Context: an optimization exercise on an open-source flow, tuned for a short achievable clock period and few clock cycles. The choices shown serve that exercise and are no tape-out recipe.
The RTL was checked by simulation tests, not by an equivalence proof against the original design.
No activity file was given, so power comes from the tool's default toggle rates.

File: run.sh
#!/bin/bash
# synth_recipe.tcl (not shown) runs the flow's synth.tcl, then flattens the netlist and writes it again
# the make line also repeats each setting of config.mk as NAME=value (left out here)
make -C /OpenROAD-flow-scripts/flow DESIGN_CONFIG=/design/flow/config.mk WORK_HOME=/design/flow/orfs CLKGATE_MAP_FILE= SYNTH_SCRIPT=/design/flow/synth_recipe.tcl finish
File: config.mk
export PLATFORM = sky130hd
export DESIGN_NAME = as2650
export DESIGN_NICKNAME = as2650
export VERILOG_FILES = /design/flow/design.v
export SDC_FILE = /design/flow/constraint.sdc
export NUM_CORES = 4
export LEC_CHECK = 0
export ABC_CLOCK_PERIOD_IN_PS = 3000
export CAP_MARGIN = 20
export CORE_MARGIN = 2
export CORE_UTILIZATION = 40
export SETUP_SLACK_MARGIN = 4.5
export SLEW_MARGIN = 20
File: constraint.sdc
create_clock -name core_clock -period 8.0 [get_ports {clk}]
set_input_delay 1.6000 -clock core_clock [delete_from_list [all_inputs] [get_ports {clk}]]
set_output_delay 1.6000 -clock core_clock [all_outputs]
set_load 0.01 [all_outputs]
File: design.v
`default_nettype none
module as2650(
	input reset,
	output [12:0] adr,
	input [7:0] dbus_in,
	output [7:0] dbus_out,
	output oeb,
	output rw,
	output opreq,
	output wrp,
	output m_io,
	output d_c,
	input sense,
	output flag,
	input clk
);
	localparam F     = 5'd0;   
	localparam OP1   = 5'd1;   
	localparam REL1  = 5'd2;   
	localparam ABSH  = 5'd3;   
	localparam ABSL  = 5'd4;   
	localparam INDH  = 5'd5;   
	localparam INDL  = 5'd6;   
	localparam DATA  = 5'd7;   
	localparam WR    = 5'd8;   
	localparam IOR   = 5'd9;   
	localparam IOW   = 5'd10;  
	localparam IOWL  = 5'd11;  
	localparam MUL   = 5'd12;  
	localparam RETL  = 5'd13;  
	localparam BRT   = 5'd14;  
	localparam BRL   = 5'd15;  
	localparam BR2   = 5'd16;  
	localparam BIND1 = 5'd17;  
	localparam BIND2 = 5'd18;  
	localparam BX1   = 5'd19;  
	localparam BX2   = 5'd20;  
	localparam BXI1  = 5'd21;  
	localparam BXI2  = 5'd22;  
	localparam HALT  = 5'd23;
	localparam EX_NONE = 3'd0;
	localparam EX_ALU  = 3'd1;  
	localparam EX_ROT  = 3'd2;
	localparam EX_MISC = 3'd3;  
	localparam EX_MUL  = 3'd4;
	reg [7:0] r0;
	reg [7:0] r1, r2, r3;
	reg [7:0] s1, s2, s3;
	reg [14:0] pc;
	reg [6:0] psu;
	reg psu7;
	reg [7:0] psl;
	reg [14:0] stack[7:0];
	reg [7:0] addr_buff;
	reg [1:0] idx_ctrl;
	reg [4:0] ph;
	reg [2:0] ex;
	reg [7:0] ir;
	reg [11:0] mp_lo;
	reg [11:0] mp_hi;
	reg [12:0] r_addr;
	reg r_opreq, r_rw, r_oeb, r_m_io, r_d_c, r_wrp;
	reg [7:0] b_buf;
	assign adr = r_addr;
	assign opreq = r_opreq;
	assign rw = r_rw;
	assign oeb = r_oeb;
	assign m_io = r_m_io;
	assign d_c = r_d_c;
	assign wrp = r_wrp;
	assign flag = psu[6];
	assign dbus_out = b_buf;
	wire [7:0] d = dbus_in;
	wire [7:0] psu_full = {psu7, psu};
	function [7:0] regsel(input [1:0] n);
		regsel = n == 0 ? r0 : (n == 1 ? r1 : (n == 2 ? r2 : r3));
	endfunction
	function [1:0] cc_for(input [7:0] v);
		cc_for = v[7] ? 2'b10 : (v != 0 ? 2'b01 : 2'b00);
	endfunction
	task write_reg(input [1:0] n, input [7:0] v);
		begin
			case(n)
				2'd0: r0 <= v;
				2'd1: r1 <= v;
				2'd2: r2 <= v;
				2'd3: r3 <= v;
			endcase
		end
	endtask
	function [8:0] add8(input [7:0] a, input [7:0] b, input cin);
		reg [7:0] p, g, gg, pp, gn, pn;
		reg [8:0] c;
		integer i, l;
		begin
			p = a ^ b;
			g = a & b;
			gg = g;
			pp = p;
			for(l = 0; l < 3; l = l + 1) begin
				gn = gg;
				pn = pp;
				for(i = 0; i < 8; i = i + 1) begin
					if(i >= (1 << l)) begin
						gn[i] = gg[i] | (pp[i] & gg[i - (1 << l)]);
						pn[i] = pp[i] & pp[i - (1 << l)];
					end
				end
				gg = gn;
				pp = pn;
			end
			c[0] = cin;
			for(i = 0; i < 8; i = i + 1) c[i + 1] = gg[i] | (pp[i] & cin);
			add8 = {c[8], p ^ c[7:0]};
		end
	endfunction
	function [14:0] inc15(input [14:0] a);
		reg [14:0] c;
		integer i;
		begin
			for(i = 0; i < 15; i = i + 1) c[i] = &(a | ~((15'd1 << i) - 15'd1));
			inc15 = a ^ c;
		end
	endfunction
	function [14:0] dec15(input [14:0] a);
		reg [14:0] c;
		integer i;
		begin
			for(i = 0; i < 15; i = i + 1) c[i] = ~|(a & ((15'd1 << i) - 15'd1));
			dec15 = a ^ c;
		end
	endfunction
	reg [3:0] irs;
	wire [7:0] rn = ({8{irs[0]}} & r0) | ({8{irs[1]}} & r1) | ({8{irs[2]}} & r2) | ({8{irs[3]}} & r3);
	wire [14:0] r0_p1w = inc15({7'd0, r0});
	wire [14:0] r1_p1w = inc15({7'd0, r1});
	wire [14:0] r2_p1w = inc15({7'd0, r2});
	wire [14:0] r3_p1w = inc15({7'd0, r3});
	wire [14:0] r0_m1w = dec15({7'd0, r0});
	wire [14:0] r1_m1w = dec15({7'd0, r1});
	wire [14:0] r2_m1w = dec15({7'd0, r2});
	wire [14:0] r3_m1w = dec15({7'd0, r3});
	task step_reg(input [1:0] n, input up);
		begin
			case(n)
				2'd0: r0 <= up ? r0_p1w[7:0] : r0_m1w[7:0];
				2'd1: r1 <= up ? r1_p1w[7:0] : r1_m1w[7:0];
				2'd2: r2 <= up ? r2_p1w[7:0] : r2_m1w[7:0];
				2'd3: r3 <= up ? r3_p1w[7:0] : r3_m1w[7:0];
			endcase
		end
	endtask
	wire [14:0] rn_p1_w = inc15({7'd0, rn});
	wire [14:0] rn_m1_w = dec15({7'd0, rn});
	wire [7:0] rn_p1 = rn_p1_w[7:0];
	wire [7:0] rn_m1 = rn_m1_w[7:0];
	wire [2:0] sp = psu[2:0];
	wire [2:0] sp_m1 = sp - 3'd1;
	wire [14:0] stk_top = stack[sp_m1];
	wire [14:0] pc_p1 = inc15(pc);
	wire [14:0] pc_h1 = inc15({1'b0, pc[14:1]});
	wire [14:0] pc_p2 = {pc_h1[13:0], pc[0]};
	wire [14:0] pc_h3 = inc15({1'b0, pc_p1[14:1]});
	wire [14:0] pc_p3 = {pc_h3[13:0], pc_p1[0]};
	function reg_nz(input [3:0] h, input [7:0] v);
		reg_nz = h == 4'hD ? (v != 8'hFF) : (h == 4'hF ? (v != 8'h01) : (v != 8'h00));
	endfunction
	function is_regbr(input [3:0] h);
		is_regbr = h == 4'h5 || h == 4'h7 || h == 4'hD || h == 4'hF;
	endfunction
	function cc_taken(input [3:0] h, input [1:0] c);
		cc_taken = (h == 4'h1 || h == 4'h3) ? (c == 2'b11 || c == psl[7:6]) : (c != psl[7:6]);
	endfunction
	function is_call(input [3:0] h);
		is_call = h == 4'h3 || h == 4'h7 || h == 4'hB;
	endfunction
	wire [3:0] hi = ir[7:4];
	wire [3:0] nz_any = {r3 != 8'h00, r2 != 8'h00, r1 != 8'h00, r0 != 8'h00};
	wire [3:0] nz_inc = {r3 != 8'hFF, r2 != 8'hFF, r1 != 8'hFF, r0 != 8'hFF};
	wire [3:0] nz_dec = {r3 != 8'h01, r2 != 8'h01, r1 != 8'h01, r0 != 8'h01};
	wire ir_reg_nz = hi == 4'hD ? nz_inc[ir[1:0]] : (hi == 4'hF ? nz_dec[ir[1:0]] : nz_any[ir[1:0]]);
	wire br_taken = is_regbr(hi) ? ir_reg_nz : cc_taken(hi, ir[1:0]);
	wire ret_taken = ir[1:0] == 2'b11 || ir[1:0] == psl[7:6];
	wire [3:0] dhi = d[7:4];
	wire [7:0] rd = regsel(d[1:0]);
	wire d_reg_nz = dhi == 4'hD ? nz_inc[d[1:0]] : (dhi == 4'hF ? nz_dec[d[1:0]] : nz_any[d[1:0]]);
	wire d_taken = is_regbr(dhi) ? d_reg_nz : cc_taken(dhi, d[1:0]);
	wire d_ret_taken = d[1:0] == 2'b11 || d[1:0] == psl[7:6];
	wire d_branch = d[4] && d[3];
	wire d_zbr = d == 8'h9B || d == 8'hBB;
	wire d_bxa = d == 8'h9F || d == 8'hBF;
	wire d_uncond = (dhi == 4'h1 || dhi == 4'h3) && d[1:0] == 2'b11;
	wire d_ret = d[4] && !d[3] && (dhi == 4'h1 || dhi == 4'h3) && d[2];
	wire d_red = d[4] && !d[3] && (dhi == 4'h3 || dhi == 4'h7) && !d[2];
	wire d_wrt = d[4] && !d[3] && (dhi == 4'hB || dhi == 4'hF) && !d[2];
	wire d_rot = d[4] && !d[3] && (dhi == 4'h5 || dhi == 4'hD) && !d[2];
	wire d_misc1 = d == 8'h10 || d == 8'h11 || d == 8'h12 || d == 8'h13 ||
		d == 8'h91 || d == 8'h92 || d == 8'h93;
	wire d_mul = d == 8'h90;
	wire e_pend = ex != EX_NONE;
	wire br_defer = !d_uncond && e_pend;
	wire ret_defer = ex == EX_MISC || (d[1:0] != 2'b11 && e_pend);
	function [12:0] rel_add(input [12:0] base, input [6:0] dd);
		reg [8:0] lo;
		reg [14:0] upi, upd;
		reg [5:0] up;
		begin
			lo = add8({1'b0, base[6:0]}, {1'b0, dd}, 1'b0);
			upi = inc15({9'd0, base[12:7]});
			upd = dec15({9'd0, base[12:7]});
			case({dd[6], lo[7]})
				2'b01: up = upi[5:0];
				2'b10: up = upd[5:0];
				default: up = base[12:7];
			endcase
			rel_add = {up, lo[6:0]};
		end
	endfunction
	wire [12:0] br_target = rel_add(pc_p1[12:0], d[6:0]);
	wire [12:0] rel_data = rel_add(pc_p2[12:0], d[6:0]);
	wire [12:0] abs_base = {addr_buff[4:0], d};
	wire [14:0] r_addr_p1_w = inc15({2'b00, r_addr});
	wire [12:0] r_addr_p1 = r_addr_p1_w[12:0];
	function [7:0] idx_val(input [1:0] c);
		idx_val = c == 1 ? rn_p1 : (c == 2 ? rn_m1 : rn);
	endfunction
	wire [1:0] ind_idx = ir[3:2] == 2'b11 ? idx_ctrl : 2'b00;
	reg [7:0] idxv;
	wire [14:0] ab_p1_w = inc15({10'd0, addr_buff[4:0]});
	wire [4:0] ab_p1 = ab_p1_w[4:0];
	wire [8:0] idx_lo = add8(d, idxv, 1'b0);
	wire [12:0] idx_addr = {idx_lo[8] ? ab_p1 : addr_buff[4:0], idx_lo[7:0]};
	wire [12:0] abs_addr = addr_buff[6:5] != 0 ? idx_addr : abs_base;
	wire [12:0] ind_addr = ind_idx != 0 ? idx_addr : abs_base;
	wire [8:0] bxa_lo = add8(d, r3, 1'b0);
	wire [6:0] ab7_p1 = ab_p1_w[6:0];
	wire [14:0] bxa_target = {bxa_lo[8] ? ab7_p1 : {2'b00, addr_buff[4:0]}, bxa_lo[7:0]};
	wire is_store = ir[7:5] == 3'd6;
	wire [7:0] st_data = addr_buff[6:5] != 0 ? r0 : rn;
	wire push_early = is_call(hi) && ir != 8'hBB;
	wire [2:0] aop = ir[7:5];
	wire cin_add = psl[3] && psl[0];
	wire cin_sub = !psl[3] || psl[0];
	wire [8:0] a_add9 = add8(rn, d, cin_add);
	wire [8:0] a_sub9 = add8(rn, ~d, cin_sub);
	wire [8:0] a_cmp9 = add8(rn, ~d, 1'b1);
	wire [7:0] a_add = a_add9[7:0];
	wire [7:0] a_sub = a_sub9[7:0];
	wire a_c = aop == 3'd4 ? (a_add9[8] && !(d == 8'hFF && cin_add)) : (a_sub9[8] && !(d == 8'h00 && cin_sub));
	reg [7:0] a_res;
	always @(*) begin
		case(aop)
			3'd1: a_res = rn ^ d;
			3'd2: a_res = rn & d;
			3'd3: a_res = rn | d;
			3'd4: a_res = a_add;
			3'd5: a_res = a_sub;
			default: a_res = d;
		endcase
	end
	wire [1:0] a_cmp = (psl[1] || rn[7] == d[7]) ?
		(!a_cmp9[8] ? 2'b10 : (rn != d ? 2'b01 : 2'b00)) : (rn[7] ? 2'b10 : 2'b01);
	wire [1:0] a_dest = (ir[3:2] == 2'b11 && idx_ctrl != 0) ? 2'd0 : ir[1:0];
	wire [8:0] z_add9 = add8(r0, rn, cin_add);
	wire [8:0] z_sub9 = add8(r0, ~rn, cin_sub);
	wire [8:0] z_cmp9 = add8(r0, ~rn, 1'b1);
	wire [7:0] z_add = z_add9[7:0];
	wire [7:0] z_sub = z_sub9[7:0];
	wire z_c = aop == 3'd4 ? (z_add9[8] && !(rn == 8'hFF && cin_add)) : (z_sub9[8] && !(rn == 8'h00 && cin_sub));
	reg [7:0] z_res;
	always @(*) begin
		case(aop)
			3'd1: z_res = r0 ^ rn;
			3'd2: z_res = r0 & rn;
			3'd3: z_res = r0 | rn;
			3'd4: z_res = z_add;
			3'd5: z_res = z_sub;
			default: z_res = rn;
		endcase
	end
	wire [1:0] z_cmp = (psl[1] || r0[7] == rn[7]) ?
		(!z_cmp9[8] ? 2'b10 : (r0 != rn ? 2'b01 : 2'b00)) : (r0[7] ? 2'b10 : 2'b01);
	wire [8:0] mul_mid = add8(mp_lo[11:4], mp_hi[7:0], 1'b0);
	wire [14:0] mul_top1 = inc15({11'd0, mp_hi[11:8]});
	wire [15:0] mul_res = {mul_mid[8] ? mul_top1[3:0] : mp_hi[11:8], mul_mid[7:0], mp_lo[3:0]};
	wire [7:0] rrr = psl[3] ? {psl[0], rn[7:1]} : {rn[0], rn[7:1]};
	wire [7:0] rrl = psl[3] ? {rn[6:0], psl[0]} : {rn[6:0], rn[7]};
	task write_psl(input [7:0] v);
		begin
			psl <= v;
			if(v[4] != psl[4]) begin
				r1 <= s1; r2 <= s2; r3 <= s3;
				s1 <= r1; s2 <= r2; s3 <= r3;
			end
		end
	endtask
	task goto_f(input [14:0] a);
		begin
			pc <= a;
			r_addr <= a[12:0];
			ph <= F;
		end
	endtask
	task start_write(input [7:0] v);
		begin
			ph <= WR;
			r_rw <= 1;
			r_oeb <= 0;
			r_wrp <= 1;
			b_buf <= v;
		end
	endtask
	task branch_taken;
		begin
			if(!ir[2]) begin
				pc <= pc_p1;
				if(push_early) begin
					stack[sp] <= pc_p1;
					psu[2:0] <= sp + 3'd1;
				end
				if(d[7]) begin
					r_addr <= br_target;
					ph <= BIND1;
				end else begin
					goto_f({2'b00, br_target});
				end
			end else begin
				addr_buff <= d;
				pc <= pc_p1;
				r_addr <= pc_p1[12:0];
				ph <= BR2;
			end
		end
	endtask
	always @(posedge clk) begin
		if(reset) begin
			pc <= 0;
			r0 <= 0;
			r1 <= 0; r2 <= 0; r3 <= 0;
			s1 <= 0; s2 <= 0; s3 <= 0;
			psu <= 0;
			psu7 <= 0;
			psl <= 0;
			ph <= F;
			ex <= EX_NONE;
			r_addr <= 0;
			r_opreq <= 1;
			r_rw <= 0;
			r_oeb <= 1;
			r_m_io <= 1;
			r_d_c <= 0;
			r_wrp <= 0;
			b_buf <= 0;
			idx_ctrl <= 0;
		end else if(ph != HALT) begin
			psu7 <= sense;
			case(ph)
			F: begin
				case(ex)
					EX_ALU: begin
						if(aop == 3'd7) begin
							psl[7:6] <= z_cmp;
						end else if(aop == 3'd6) begin  
							write_reg(ir[1:0], r0);
							psl[7:6] <= cc_for(r0);
						end else begin
							psl[7:6] <= cc_for(z_res);
							r0 <= z_res;
							if(aop == 3'd4 || aop == 3'd5) begin
								psl[5] <= z_res[4];
								psl[2] <= r0[7] == rn[7] && z_res[7] != r0[7];
								psl[0] <= z_c;
							end
						end
					end
					EX_ROT: begin
						if(!ir[7]) begin
							if(psl[3]) begin
								psl[0] <= rn[0];
								psl[5] <= rn[6];
							end
							psl[7:6] <= cc_for(rrr);
							write_reg(ir[1:0], rrr);
						end else begin
							if(psl[3]) begin
								psl[0] <= rn[7];
								psl[5] <= rn[4];
							end
							psl[7:6] <= cc_for(rrl);
							write_reg(ir[1:0], rrl);
						end
					end
					EX_MISC: begin
						if(ir == 8'h91) begin
							r0 <= r1;
							write_reg(2'd1, r0);
						end else if(ir == 8'h10) begin
							r0 <= stk_top[7:0];
							write_reg(2'd1, {1'b0, stk_top[14:8]});
							psu[2:0] <= sp_m1;
						end else if(ir == 8'h11) begin
							stack[sp_m1][7:0] <= r0;
							stack[sp][14:8] <= r1[6:0];
							psu[2:0] <= sp + 3'd1;
						end else if(ir == 8'h12) begin
							r0 <= psu_full;
							psl[7:6] <= cc_for(r0);
						end else if(ir == 8'h13) begin
							r0 <= psl;
							psl[7:6] <= cc_for(r0);
						end else if(ir == 8'h92) begin
							psu <= r0[6:0];
						end else begin  
							write_psl(r0);
						end
					end
					EX_MUL: begin
						write_reg(2'd2, mul_res[7:0]);
						write_reg(2'd3, mul_res[15:8]);
					end
					default: ;
				endcase
				ir <= d;
				irs <= 4'b0001 << d[1:0];
				ex <= EX_NONE;
				pc <= pc_p1;
				r_addr <= pc_p1[12:0];
				ph <= F;
				if(d == 8'h40) begin  
					ph <= HALT;
					r_opreq <= 0;
				end else if(d[4] == 0) begin
					if(d[3:2] == 2'b00) begin
						ex <= d == 8'hC0 ? EX_NONE : EX_ALU;
					end else if(d[3:2] == 2'b01) begin
						ph <= OP1;
					end else if(d[3:2] == 2'b10) begin
						ph <= REL1;
					end else begin
						ph <= ABSH;
					end
				end else if(d_branch) begin
					if(d_zbr) begin
						ph <= BRT;
					end else if(d_bxa) begin
						ph <= BX1;
					end else if(br_defer) begin
						ph <= BRL;
					end else begin
						if(dhi == 4'hD || dhi == 4'hF) step_reg(d[1:0], !d[5]);
						if(d_taken) begin
							ph <= BRT;
						end else begin
							pc <= d[2] ? pc_p3 : pc_p2;
							r_addr <= d[2] ? pc_p3[12:0] : pc_p2[12:0];
						end
					end
				end else if(d_ret) begin
					if(ret_defer) begin
						ph <= RETL;
						r_opreq <= 0;
					end else if(d_ret_taken) begin
						pc <= stk_top;
						r_addr <= stk_top[12:0];
						psu[2:0] <= sp_m1;
						if(dhi == 4'h3) psu[5] <= 0;
					end
				end else if(d_red) begin
					ph <= IOR;
					r_m_io <= 0;
					r_d_c <= d[6];
				end else if(d_wrt) begin
					r_d_c <= d[6];
					if(e_pend) begin
						ph <= IOWL;
						r_opreq <= 0;
					end else begin
						ph <= IOW;
						r_m_io <= 0;
						r_rw <= 1;
						r_oeb <= 0;
						r_wrp <= 1;
						b_buf <= rd;
					end
				end else if(d_rot) begin
					ex <= EX_ROT;
				end else if(d_misc1) begin
					ex <= EX_MISC;
				end else if(d_mul) begin
					ph <= MUL;
					r_opreq <= 0;
				end else begin  
					ph <= OP1;
				end
			end
			OP1: begin
				goto_f(pc_p1);
				if(!ir[4]) begin  
					if(aop == 3'd7) begin
						psl[7:6] <= a_cmp;
					end else begin
						psl[7:6] <= cc_for(a_res);
						write_reg(ir[1:0], a_res);
						if(aop == 3'd4 || aop == 3'd5) begin
							psl[5] <= a_res[4];
							psl[2] <= rn[7] == d[7] && a_res[7] != rn[7];
							psl[0] <= a_c;
						end
					end
				end else begin
					case(ir)
						8'h74: psu <= psu & ~d[6:0];
						8'h75: write_psl(psl & ~d);
						8'h76: psu <= psu | d[6:0];
						8'h77: write_psl(psl | d);
						8'hB4, 8'hB6: psl[7:6] <= (psu_full & d) == d ? 2'b00 : 2'b10;
						8'hB5, 8'hB7: psl[7:6] <= (psl & d) == d ? 2'b00 : 2'b10;
						8'hF4, 8'hF5, 8'hF6, 8'hF7: psl[7:6] <= (rn & d) == d ? 2'b00 : 2'b10;
						default: ;
					endcase
				end
			end
			DATA: begin
				goto_f(pc);
				if(aop == 3'd7) begin
					psl[7:6] <= a_cmp;
				end else begin
					psl[7:6] <= cc_for(a_res);
					write_reg(a_dest, a_res);
					if(aop == 3'd4 || aop == 3'd5) begin
						psl[5] <= a_res[4];
						psl[2] <= rn[7] == d[7] && a_res[7] != rn[7];
						psl[0] <= a_c;
					end
				end
			end
			IOR: begin
				goto_f(pc);
				r_m_io <= 1;
				write_reg(ir[1:0], d);
				psl[7:6] <= cc_for(d);
			end
			REL1: begin
				pc <= pc_p1;
				r_addr <= rel_data;
				if(d[7]) begin
					ph <= INDH;
				end else if(is_store) begin
					start_write(st_data);
				end else begin
					ph <= DATA;
				end
			end
			ABSH: begin
				addr_buff <= d;
				idxv <= idx_val(d[6:5]);
				pc <= pc_p1;
				r_addr <= pc_p1[12:0];
				ph <= ABSL;
			end
			ABSL: begin
				pc <= pc_p1;
				idx_ctrl <= addr_buff[6:5];
				if(addr_buff[7]) begin
					r_addr <= abs_base;
					ph <= INDH;
				end else begin
					r_addr <= abs_addr;
					if(addr_buff[6:5] != 0) write_reg(ir[1:0], idxv);
					if(is_store) start_write(st_data);
					else ph <= DATA;
				end
			end
			INDH: begin
				addr_buff <= d;
				r_addr <= r_addr_p1;
				ph <= INDL;
			end
			INDL: begin
				r_addr <= ind_addr;
				if(ind_idx != 0) write_reg(ir[1:0], idxv);
				if(is_store) start_write(st_data);
				else ph <= DATA;
			end
			WR, IOW: begin
				goto_f(pc);
				r_rw <= 0;
				r_oeb <= 1;
				r_wrp <= 0;
				r_m_io <= 1;
			end
			IOWL: begin
				ph <= IOW;
				r_opreq <= 1;
				r_m_io <= 0;
				r_rw <= 1;
				r_oeb <= 0;
				r_wrp <= 1;
				b_buf <= rn;
			end
			MUL: begin
				mp_lo <= r0 * r1[3:0];
				mp_hi <= r0 * r1[7:4];
				ex <= EX_MUL;
				goto_f(pc);
				r_opreq <= 1;
			end
			RETL: begin
				r_opreq <= 1;
				if(ret_taken) begin
					goto_f(stk_top);
					psu[2:0] <= sp_m1;
					if(hi == 4'h3) psu[5] <= 0;
				end else begin
					goto_f(pc);
				end
			end
			BRL: begin
				if(hi == 4'hD || hi == 4'hF) step_reg(ir[1:0], !ir[5]);
				if(!br_taken) goto_f(ir[2] ? pc_p2 : pc_p1);
				else branch_taken;
			end
			BRT: begin
				branch_taken;
			end
			BR2: begin
				if(is_call(hi)) begin
					stack[sp] <= pc_p1;
					psu[2:0] <= sp + 3'd1;
				end
				if(addr_buff[7]) begin
					pc <= pc_p1;
					r_addr <= abs_base;
					ph <= BIND1;
				end else begin
					pc <= {addr_buff[6:0], d};
					r_addr <= abs_base;
					ph <= F;
				end
			end
			BIND1: begin
				addr_buff <= d;
				r_addr <= r_addr_p1;
				ph <= BIND2;
			end
			BIND2: begin
				if(ir == 8'hBB) begin
					stack[sp] <= pc;
					psu[2:0] <= sp + 3'd1;
				end
				goto_f({2'b00, d[4:0], addr_buff});
			end
			BX1: begin
				addr_buff <= d;
				pc <= pc_p1;
				r_addr <= pc_p1[12:0];
				ph <= BX2;
			end
			BX2: begin
				if(ir[5]) begin  
					stack[sp] <= pc_p1;
					psu[2:0] <= sp + 3'd1;
				end
				if(addr_buff[7]) begin
					pc <= pc_p1;
					r_addr <= abs_base;
					ph <= BXI1;
				end else begin
					goto_f(bxa_target);
				end
			end
			BXI1: begin
				addr_buff <= d;
				r_addr <= r_addr_p1;
				ph <= BXI2;
			end
			BXI2: begin
				pc <= {addr_buff[6:0], d};
				r_addr <= abs_base;
				ph <= F;
			end
			default: ;
			endcase
		end
	end
endmodule
==> results.yml <==
outcome:
  status: "finished clean"
setup_path:
  cp.arrival_ns: 4.71
  cp_max_fo: 16
  worstSetupPathType: "reg -> reg"
  crit_path_end_kind: "register"
  worstSetupStartpointType: "register"
  path_buf_inv: 1
  crit_chain: "nor3_1 -> a31oi_2 -> nor2_2 -> inv_1 -> nor4_1 -> nor4_2 -> a311o_1 -> or2_1 -> nor4bb_1"
  crit_family: "simple AND/OR/NAND/NOR gates"
  slowest_stage: "nor3_1"
  cp_slowest_stage_delay_ns: 1.18
  crit_required_ns: 8.45
drt:
  routedWlPerCell_um: 33.28
  wl_mm: 170.4
  vias_per_cell: 7.246
  drt_iter0_markers: 7037
  detail-route-antenna-nets: 0
  post-route-drc-count: 0
  via_count: 37110
  drt-pass1-iter-count: 10
pwr:
  combPwrFrac: 0.732
  p_leak_uw: 0.01527
  swShare: 0.5261
  p_clk_frac: 0.120
  irDropWorstVdd_v: 0.0001793
  p_int_uw: 7523
  p_sw_uw: 8352
  powerDensity_mw_per_mm2: 377.2
  total_power_uw: 15870
  p_seq_frac: 0.148
timing:
  finalSetupTns_ns: 0
  relSlewSlack: 0.09203
  worst_pin_slew_ns: 1.352
  timing.final.hold_violations: 0
  fin_hold_ws_ns: 0.4592
  max_freq_ghz: 0.2351
  fin_crit_sh: 0.5316
  setup_ws_ns: 3.747
  grt_setup_unrepaired: "true"
  fin_skew_ns: 0.02905
  setup_violations: 0
  post-route-min-period_ns: 4.253
  drv_slew: 0
floorplan:
  coreArea_mm2: 0.07620
  start_util: 0.4055
  chipWidth_um: 282.0
  die_area_mm2: 0.07950
  io-pin-count: 39
  rows: 101
  die_height_um: 282.0
clock_tree:
  numCtsBuffers: 40
  htreeDepth: 2
  cts.sinks: 296
  clock-root-buffer: "clkbuf_16"
  clk_path_buf_depth: 3
  clk_latency_ns: 0.60
  path_clk_slew_ns: 0.06
  cts_tree: "done"
logic_synthesis:
  ys_types: 118
  yosysWarnings: 1
  syn_avg_cell_area_um2: 8.154
  synth-seq-area-share: 0.2475
  syn_area_mm2: 0.03090
  synth_async_sr_flop_share: 0
  synth-seq-cells: 296
  synth_flop_cell: "edfxtp_1"
  syn_inst: 3790
  syn-num-nets: 4025
  synth_edf_count: 172
grt:
  grt_pass1_wl_mm: 236.1
  antenna_found_initial: 7
  grt_max_degree: 50
  grt_usage: 0.4052
  grt_pass1_vias: 33120
  overflow: 0
worst_hold_path:
  hold_class: "reg -> reg"
placed_design:
  gp_congestion: 1.039
  hpwl_mm: 108.4
  dp_slack_ns: 2.437
  port_buffers: 38
run:
  drv_cap: 0
layout:
  num-nets-final: 4290
  fillers: 6754
  syn_to_final_growth_pct: 36.18
  layout-drive-gt1-share: 0.3028
-- synth_stat cells, drive strengths merged, types with 39 or more instances --
| cell | n | share of area |
|---|---|---|
| a221oi | 66 | 0.020 |
| o211ai | 58 | 0.014 |
| dfxtp | 124 | 0.080 |
| edfxtp | 172 | 0.17 |
| and3 | 40 | 0.0083 |
| a2bb2oi | 62 | 0.018 |
| nor4 | 39 | 0.0081 |
| o22ai | 56 | 0.011 |
| o221ai | 42 | 0.012 |
| clkbuf | 206 | 0.025 |
| a22oi | 46 | 0.011 |
| o21ai | 233 | 0.038 |
| inv | 126 | 0.015 |
| nor2 | 380 | 0.047 |
| xnor2 | 110 | 0.031 |
| nor3 | 75 | 0.013 |
| xor2 | 48 | 0.014 |
| a21oi | 317 | 0.052 |
| ha | 191 | 0.077 |
| buf | 113 | 0.018 |
| a31oi | 42 | 0.0085 |
| nand2 | 310 | 0.038 |
| nand3 | 95 | 0.016 |
| mux2i | 126 | 0.041 |
| a211oi | 52 | 0.013 |
-- cell families (layout without fill, tap and decap cells) --
kind of cell    after synthesis  in the layout  synth area share
simple gates               1162           1162            0.1806
compound gates             1321           1323            0.2962
mux                         174            174           0.07215
other cells                   0              7                 0
flops                       296            296            0.2475
buf+inv                     455            748           0.05956
fa+ha+maj                   224            224           0.09871
xor+xnor                    158            158           0.04527
-- cell usage in the layout, fill, tap and decap left out, types with 58 or more instances in the layout --
cell type  instances
o211ai_1          58
inv_1             92
buf_6             64
dfxtp_1           95
buf_4            338
buf_12            71
edfxtp_1         172
nor2_1           331
a21oi_1          245
mux2i_1          116
nand2_1          283
o21ai_0          189
nand3_1           85
ha_1             142
xnor2_1           96
-- flip-flops by register name (all words and copies together) (netlist names), 12 cells and up, named ones only --
name and cells:
mp_hi 12, mp_lo 12, pc 15, r_addr 13
stack 120
-- per-layer routing --
layer,GRT usage,share of wire,vias up,wire length [um]
met4,0.2608,0.090,10,15320
met3,0.1731,0.16,1094,27890
met5,0.01343,0.0011,-,185
met2,0.5608,0.39,3511,66280
met1,0.5102,0.36,17480,60770
li1,-,-,15020,-
-- power groups by stage --
| stage | Combinational (uW) | Sequential, uW | Clock (uW) |
|---|---|---|---|
| 2_1_floorplan | 5670 | 2080 | 0 |
| 6_report | 11600 | 2340 | 1910 |
| 5_1_grt | 11900 | 2340 | 1960 |
| 3_3_place_gp | 8230 | 2300 | 0 |
| 3_5_place_dp | 8230 | 2300 | 0 |
| 4_1_cts | 9870 | 2280 | 1910 |
-- area by class of cell --
class                           instances  area, um2  area share
Clock buffer                           48       1082     0.02572
Multi-Input combinational cell       3041      25190      0.5987
Antenna cell                            7      17.52   0.0004162
Tap cell                             1030       1289     0.03062
Sequential cell                       296       7716      0.1834
Clock inverter                         24      245.2    0.005827
Timing Repair Buffer                  540       5871      0.1395
Inverter                              136      669.4     0.01591
-- stage by stage --
step | std cells | cell area (um2) | util
finish | 5122 | 42080 | 0.5523
global route | 5117 | 42070 | 0.5521
CTS | 4969 | 38780 | 0.5089
detailed placement | 4657 | 32670 | 0.4287
global placement | 4657 | 32660 | 0.4286
floorplan | 3790 | 31730 | -
-- tightest hold or removal path: stages, from the launching register on --
cell	delay [ns]
dfxtp_1	0.31
nand2_1	0.05
a21oi_1	0.05
-- timing repair --
| item | CTS | global route |
|---|---|---|
| gates resized for setup | 505 | 369 |
| endpoints found under the setup margin | 370 | 332 |
| buffers inserted | 225 | 143 |
| cloned | 15 | 3 |
| hold buffers | 0 | 0 |
| pin swaps | 147 | 206 |
-- final timing paths --
path,slack [ns],to,startpoint,cells past startpoint
setup / recovery,3.75,r_addr[12]$_SDFFE_PP0P_,ex[0]$_SDFFE_PP0P_,9
hold / removal,0.46,idx_ctrl[0]$_SDFFE_PP0P_,idx_ctrl[0]$_SDFFE_PP0P_,2
setup reg to reg,3.75,r_addr[12]$_SDFFE_PP0P_,ex[0]$_SDFFE_PP0P_,9
hold reg to reg,0.46,idx_ctrl[0]$_SDFFE_PP0P_,idx_ctrl[0]$_SDFFE_PP0P_,2
Testbench counts, summed over its fixed seeds: cycles 21,264.

==> afterwards: timing with drivers on the ports <==
In the flow no input, the clock included, has a driving cell. The finished layout below was timed again as built, in two steps. Step 1 (the two cells are an assumption about what drives the block):
set clk [get_ports {clk}]
set_driving_cell -lib_cell sky130_fd_sc_hd__clkbuf_16 $clk
set_driving_cell -lib_cell sky130_fd_sc_hd__buf_2 [delete_from_list [all_inputs] $clk]
Step 2 also shifts input and output timing later by t, the mid clock arrival at the registers, as if the neighbouring blocks saw the same clock. Three values: ideal, step 1, step 2; two values: the first two.
t (ns): 0.659
setup WS [ns]: 3.747 / 3.747 / 3.096
worst register clock-pin slew, ns: 0.07 / 0.07
After both steps this run still meets setup and hold. The setup slack of this run moves by 0.000 ns with the drivers and by -0.651 ns with both steps.
